Source: an optimization exercise on an open RTL-to-GDS flow (aim: small area and a short achievable clock period). Production flows keep margins and buffers that such runs may drop. At most, simulation tests tie the RTL to the original design; equivalence was not proved.

==> module Adder, before the edit <==
module Adder(a, b, ci, sum);
  parameter N = 32;
  input  [N-1:0] a, b;
  input          ci;
  output [N-1:0] sum;
  localparam L = (N < 2) ? 1 : (N < 4) ? 2 : (N < 8) ? 3 : (N < 16) ? 4 : (N < 32) ? 5 : 6;    
  wire [N:0] g [0:L];
  wire [N:0] p [0:L];
  assign g[0][0] = ci;
  genvar k, i;
  generate
    for (i = 0; i < N; i = i + 1) begin : pg
      HA h(.a(a[i]), .b(b[i]), .s(p[0][i+1]), .co(g[0][i+1]));
    end
    for (k = 0; k < L; k = k + 1) begin : lvl
      for (i = 0; i <= N; i = i + 1) begin : node
        if (i < (1 << k)) begin : pass
          assign g[k+1][i] = g[k][i];
          if (i > 0) begin : pp
            assign p[k+1][i] = p[k][i];
          end
        end else if (i < (2 << k)) begin : gonly    
          GN n(.gh(g[k][i]), .ph(p[k][i]), .gl(g[k][i - (1 << k)]), .g(g[k+1][i]));
        end else begin : full
          GN n(.gh(g[k][i]), .ph(p[k][i]), .gl(g[k][i - (1 << k)]), .g(g[k+1][i]));
          AND2 m(.a(p[k][i]), .b(p[k][i - (1 << k)]), .y(p[k+1][i]));
        end
      end
    end
    for (i = 0; i < N; i = i + 1) begin : sm
      XOR2 x(.a(p[0][i+1]), .b(g[L][i]), .y(sum[i]));
    end
  endgenerate
endmodule
clock: 27.0 ns
lec_check: 0
cap_margin: 20
core_margin: 2
core_utilization: 65
cts_buf_list: sky130_fd_sc_hd__clkbuf_8
slew_margin: 20
synth_hierarchical: 1
synth_minimum_keep_size: 0
standard.sh (not shown) runs the stock make flow with config.mk's settings and CLKGATE_MAP_FILE= SYNTH_SCRIPT=/design/flow/synth_recipe.tcl, a recipe that flattens the netlist after the stock synthesis.
==> flow/flow/run.sh <==
#!/bin/bash
# Standard ORFS layout, with timing repair aimed below the achieved period
# (repair margin) and fast port buffers.  Each make run logs to its own file
# here; ORFS keeps every tool's log under orfs/logs/.
set -euo pipefail
bash standard.sh finish \
  SETUP_SLACK_MARGIN=18.5 \
  "BUFFER_PORTS_ARGS=-buffer_cell sky130_fd_sc_hd__buf_4" \
  > make_finish.log 2>&1
Edit:
--- a/flow/design.v
+++ b/flow/design.v
@@ -3008,5 +3008,6 @@
     for (k = 0; k < L; k = k + 1) begin : lvl
       for (i = 0; i <= N; i = i + 1) begin : node
-        if (i < (1 << k)) begin : pass
+        localparam integer J = ((i >> k) << k) - 1;
+        if (((i >> k) & 1) == 0) begin : pass
           assign g[k+1][i] = g[k][i];
           if (i > 0) begin : pp
@@ -3014,8 +3015,8 @@
           end
         end else if (i < (2 << k)) begin : gonly    
-          GN n(.gh(g[k][i]), .ph(p[k][i]), .gl(g[k][i - (1 << k)]), .g(g[k+1][i]));
+          GN n(.gh(g[k][i]), .ph(p[k][i]), .gl(g[k][J]), .g(g[k+1][i]));
         end else begin : full
-          GN n(.gh(g[k][i]), .ph(p[k][i]), .gl(g[k][i - (1 << k)]), .g(g[k+1][i]));
-          AND2 m(.a(p[k][i]), .b(p[k][i - (1 << k)]), .y(p[k+1][i]));
+          GN n(.gh(g[k][i]), .ph(p[k][i]), .gl(g[k][J]), .g(g[k+1][i]));
+          AND2 m(.a(p[k][i]), .b(p[k][J]), .y(p[k+1][i]));
         end
       end
Outcome:
- The changed run finished clean
- cell area drops by 2.3%
- clock-buffer cell count drops by 3
- area after synthesis drops by 1.8%
- flip-flop and latch count is unchanged
- synthesized cell count drops by 3.5%

========
orange:
Another version of the RTL of Dot_product (not shown whole).
Size in the first run: about 2400 cells after synthesis, ~360 flip-flops, roughly 73 I/O pins.
==> module LMUX, before the edit <==
module LMUX(s, sn, x, y, yn);
  input  s, sn, x, y;
  output yn;
  assign yn = ~((s & x) | (sn & y));
endmodule
==> module Dot_product, before the edit <==
module Dot_product(in, clk, reset, en, out, sel, done, ready);
  input         clk, reset, en;
  input  [31:0] in;
  output [31:0] out;
  output [3:0]  sel;
  output        done, ready;
  reg  [3:0] cnt;
  reg        ph;
  reg        fi;       
  reg  [2:0] rs, cs;
  wire [3:0] nsel;
  wire       nph;
  wire [2:0] nrs, ncs;
  FSM fsm(.sel(cnt), .ph(ph), .nsel(nsel), .nph(nph), .nrs(nrs), .ncs(ncs));
  always @(posedge clk or posedge reset)
    if (reset) begin
      cnt <= 4'd0;
      ph  <= 1'b0;
      fi  <= 1'b1;
      rs  <= 3'b100;
      cs  <= 3'b100;
    end else if (en) begin
      cnt <= nsel;
      ph  <= nph;
      fi  <= ~nph;
      rs  <= nrs;
      cs  <= ncs;
    end
  assign sel   = cnt;
  assign ready = ~ph;
  assign done  = ph;
  reg [8:0][31:0] w;
  integer k;
  always @(posedge clk)
    for (k = 0; k < 9; k = k + 1)
      if (!ph && cnt == k) w[k] <= in;
  localparam K = 5;    
  wire [2:0][15:0] l, h;    
  genvar m, i;
  generate
    for (m = 0; m < 3; m = m + 1) begin : lane
      assign l[m] = ({16{rs[0]}} & w[m][15:0])      | ({16{rs[1]}} & w[3+m][15:0])  | ({16{rs[2]}} & w[6+m][15:0]);
      assign h[m] = ({16{cs[0]}} & w[3*m][31:16])   | ({16{cs[1]}} & w[3*m+1][31:16]) | ({16{cs[2]}} & w[3*m+2][31:16]);
    end
  endgenerate
  wire [15:0] a2n, b2n;
  generate
    for (i = 0; i < 16; i = i + 1) begin : sel2
      LMUX ma(.s(fi), .sn(ph), .x(in[i]),      .y(l[2][i]), .yn(a2n[i]));
      LMUX mb(.s(fi), .sn(ph), .x(in[16 + i]), .y(h[2][i]), .yn(b2n[i]));
    end
  endgenerate
  wire [31:0]  s;
  wire [31:K+1] c;
  wire        ci;
  Multiplier mul(.a0n(~l[0]), .b0n(~h[0]), .a1n(~l[1]), .b1n(~h[1]), .a2n(a2n), .b2n(b2n),
                 .s(s), .c(c), .ci(ci));
  reg [31:0]  rsum;
  reg [31:K+1] rcar;
  reg         rci;
  always @(posedge clk)
    if (en) begin
      rsum <= s;
      rcar <= c;
      rci  <= ci;
    end
  assign out[K:0] = rsum[K:0];
  Adder #(.N(31 - K)) add(.a(rsum[31:K+1]), .b(rcar), .ci(rci), .sum(out[31:K+1]));
endmodule
export LEC_CHECK = 0
export CAP_MARGIN = 20
export CORE_MARGIN = 2
export CORE_UTILIZATION = 65
export CTS_BUF_LIST = sky130_fd_sc_hd__clkbuf_8
export SLEW_MARGIN = 20
export SYNTH_HIERARCHICAL = 1
export SYNTH_MINIMUM_KEEP_SIZE = 0
create_clock -name core_clock -period 27.0 [get_ports {clk}]
Scripts as last shown in full above: flow/flow/run.sh
--- input diff orange..purple ---
--- a/flow/design.v
+++ b/flow/design.v
@@ -2993,13 +2993,13 @@
 endmodule
 module Adder(a, b, ci, sum);
   parameter N = 32;
   input  [N-1:0] a, b;
   input          ci;
   output [N-1:0] sum;
-  localparam L = (N < 2) ? 1 : (N < 4) ? 2 : (N < 8) ? 3 : (N < 16) ? 4 : (N < 32) ? 5 : 6;    
+  localparam L = $clog2(N + 1);
   wire [N:0] g [0:L];
   wire [N:0] p [0:L];
   assign g[0][0] = ci;
   genvar k, i;
   generate
     for (i = 0; i < N; i = i + 1) begin : pg
@@ -3054,17 +3054,12 @@
 endmodule
 module PP(an, bn, p);
   input  an, bn;
   output p;
   assign p = ~(an | bn);
 endmodule
-module LMUX(s, sn, x, y, yn);
-  input  s, sn, x, y;
-  output yn;
-  assign yn = ~((s & x) | (sn & y));
-endmodule
 module FSM(sel, ph, nsel, nph, nrs, ncs);
   input      [3:0] sel;
   input            ph;
   output     [3:0] nsel;
   output           nph;
   output reg [2:0] nrs, ncs;
@@ -3091,61 +3086,58 @@
   input  [31:0] in;
   output [31:0] out;
   output [3:0]  sel;
   output        done, ready;
   reg  [3:0] cnt;
   reg        ph;
-  reg        fi;       
   reg  [2:0] rs, cs;
   wire [3:0] nsel;
   wire       nph;
   wire [2:0] nrs, ncs;
   FSM fsm(.sel(cnt), .ph(ph), .nsel(nsel), .nph(nph), .nrs(nrs), .ncs(ncs));
   always @(posedge clk or posedge reset)
     if (reset) begin
       cnt <= 4'd0;
       ph  <= 1'b0;
-      fi  <= 1'b1;
       rs  <= 3'b100;
       cs  <= 3'b100;
     end else if (en) begin
       cnt <= nsel;
       ph  <= nph;
-      fi  <= ~nph;
       rs  <= nrs;
       cs  <= ncs;
     end
   assign sel   = cnt;
   assign ready = ~ph;
   assign done  = ph;
   reg [8:0][31:0] w;
   integer k;
   always @(posedge clk)
     for (k = 0; k < 9; k = k + 1)
       if (!ph && cnt == k) w[k] <= in;
+  wire from_in = ~ph;    
   localparam K = 5;    
-  wire [2:0][15:0] l, h;    
-  genvar m, i;
+  wire [2:0][15:0] an, bn;    
+  genvar m;
   generate
     for (m = 0; m < 3; m = m + 1) begin : lane
-      assign l[m] = ({16{rs[0]}} & w[m][15:0])      | ({16{rs[1]}} & w[3+m][15:0])  | ({16{rs[2]}} & w[6+m][15:0]);
-      assign h[m] = ({16{cs[0]}} & w[3*m][31:16])   | ({16{cs[1]}} & w[3*m+1][31:16]) | ({16{cs[2]}} & w[3*m+2][31:16]);
-    end
-  endgenerate
-  wire [15:0] a2n, b2n;
-  generate
-    for (i = 0; i < 16; i = i + 1) begin : sel2
-      LMUX ma(.s(fi), .sn(ph), .x(in[i]),      .y(l[2][i]), .yn(a2n[i]));
-      LMUX mb(.s(fi), .sn(ph), .x(in[16 + i]), .y(h[2][i]), .yn(b2n[i]));
+      wire [15:0] l = ({16{rs[0]}} & w[m][15:0])      | ({16{rs[1]}} & w[3+m][15:0])  | ({16{rs[2]}} & w[6+m][15:0]);
+      wire [15:0] h = ({16{cs[0]}} & w[3*m][31:16])   | ({16{cs[1]}} & w[3*m+1][31:16]) | ({16{cs[2]}} & w[3*m+2][31:16]);
+      if (m == 2) begin : late
+        assign an[m] = ~(from_in ? in[15:0]  : l);
+        assign bn[m] = ~(from_in ? in[31:16] : h);
+      end else begin : early
+        assign an[m] = ~l;
+        assign bn[m] = ~h;
+      end
     end
   endgenerate
   wire [31:0]  s;
   wire [31:K+1] c;
   wire        ci;
-  Multiplier mul(.a0n(~l[0]), .b0n(~h[0]), .a1n(~l[1]), .b1n(~h[1]), .a2n(a2n), .b2n(b2n),
-                 .s(s), .c(c), .ci(ci));
+  Multiplier mul(.a0n(an[0]), .b0n(bn[0]), .a1n(an[1]), .b1n(bn[1]), .a2n(an[2]), .b2n(bn[2]), .s(s), .c(c), .ci(ci));
   reg [31:0]  rsum;
   reg [31:K+1] rcar;
   reg         rci;
   always @(posedge clk)
     if (en) begin
       rsum <= s;
==> summary.txt <==
- No stage failed in purple, and the final checks on the layout all came back clean.
- in[0] as the origin of the worst setup path was reported by purple, and in[25] by orange.
- Going from orange to purple, the post-synth design cell area was found to have gone down by about 0.5%.
- Share of async-settable or async-resettable flops after synthesis, purple and orange: larger value in orange
- Taking orange as the reference point, the routed wire length of purple falls by about 3.5%.
- Relative to orange, minimum setup slack among reg-to-reg paths has gone up in purple.
- Going from orange to purple, flip-flop and latch count shows no meaningful change, sequential share of layout area shows an increase of 0.42 points.
- Against orange, final area in purple fell slightly.
- Of purple and orange, the higher arithmetic-cell share of the synthesized area counting full adders, half adders and majority gates belongs to purple.
- purple -> orange: number of routed nets with antenna violations delta 0, exact match
- On number of vias after detailed routing, purple does better than orange.
- Setup slack of the critical path after layout on purple is ahead of orange.
- Diff orange -> purple | top achievable clock speed | increase of about 0.75%
No run of this note included a check of the RTL's function; only the layout flow was run.

-- separate check: timing with driven ports --
The results above use ideal ports. As a check the final layouts listed here were re-extracted and re-timed, cells and wires unchanged.
Step 1 assumes that a clkbuf_16 drives the clock port and a buf_2 every other input.
Step 2 also shifts input and output timing later by t, the mid clock arrival at the registers, as if the neighbouring blocks saw the same clock.
a / b / c = no drivers / after step 1 / after step 2; a / b = the first two.
| run | shift t [ns] | slack for setup (ns) | hold slack, ns |
|---|---|---|---|
| the first run of note 1 | 0.718 | 18.541 / 18.568 / 17.850 | 0.861 / 0.861 / 0.861 |
| the second run of note 1 | 0.739 | 18.540 / 18.543 / 17.804 | 0.654 / 0.654 / 0.654 |
| orange | 0.732 | 18.477 / 18.502 / 17.770 | 0.514 / 0.514 / 0.514 |
| purple | 0.718 | 18.541 / 18.568 / 17.850 | 0.861 / 0.861 / 0.861 |
After both steps every run listed still meets setup and hold. The setup slack of the second run of note 1, which loses most, moves by +0.003 ns with the drivers and by -0.736 ns with both steps.
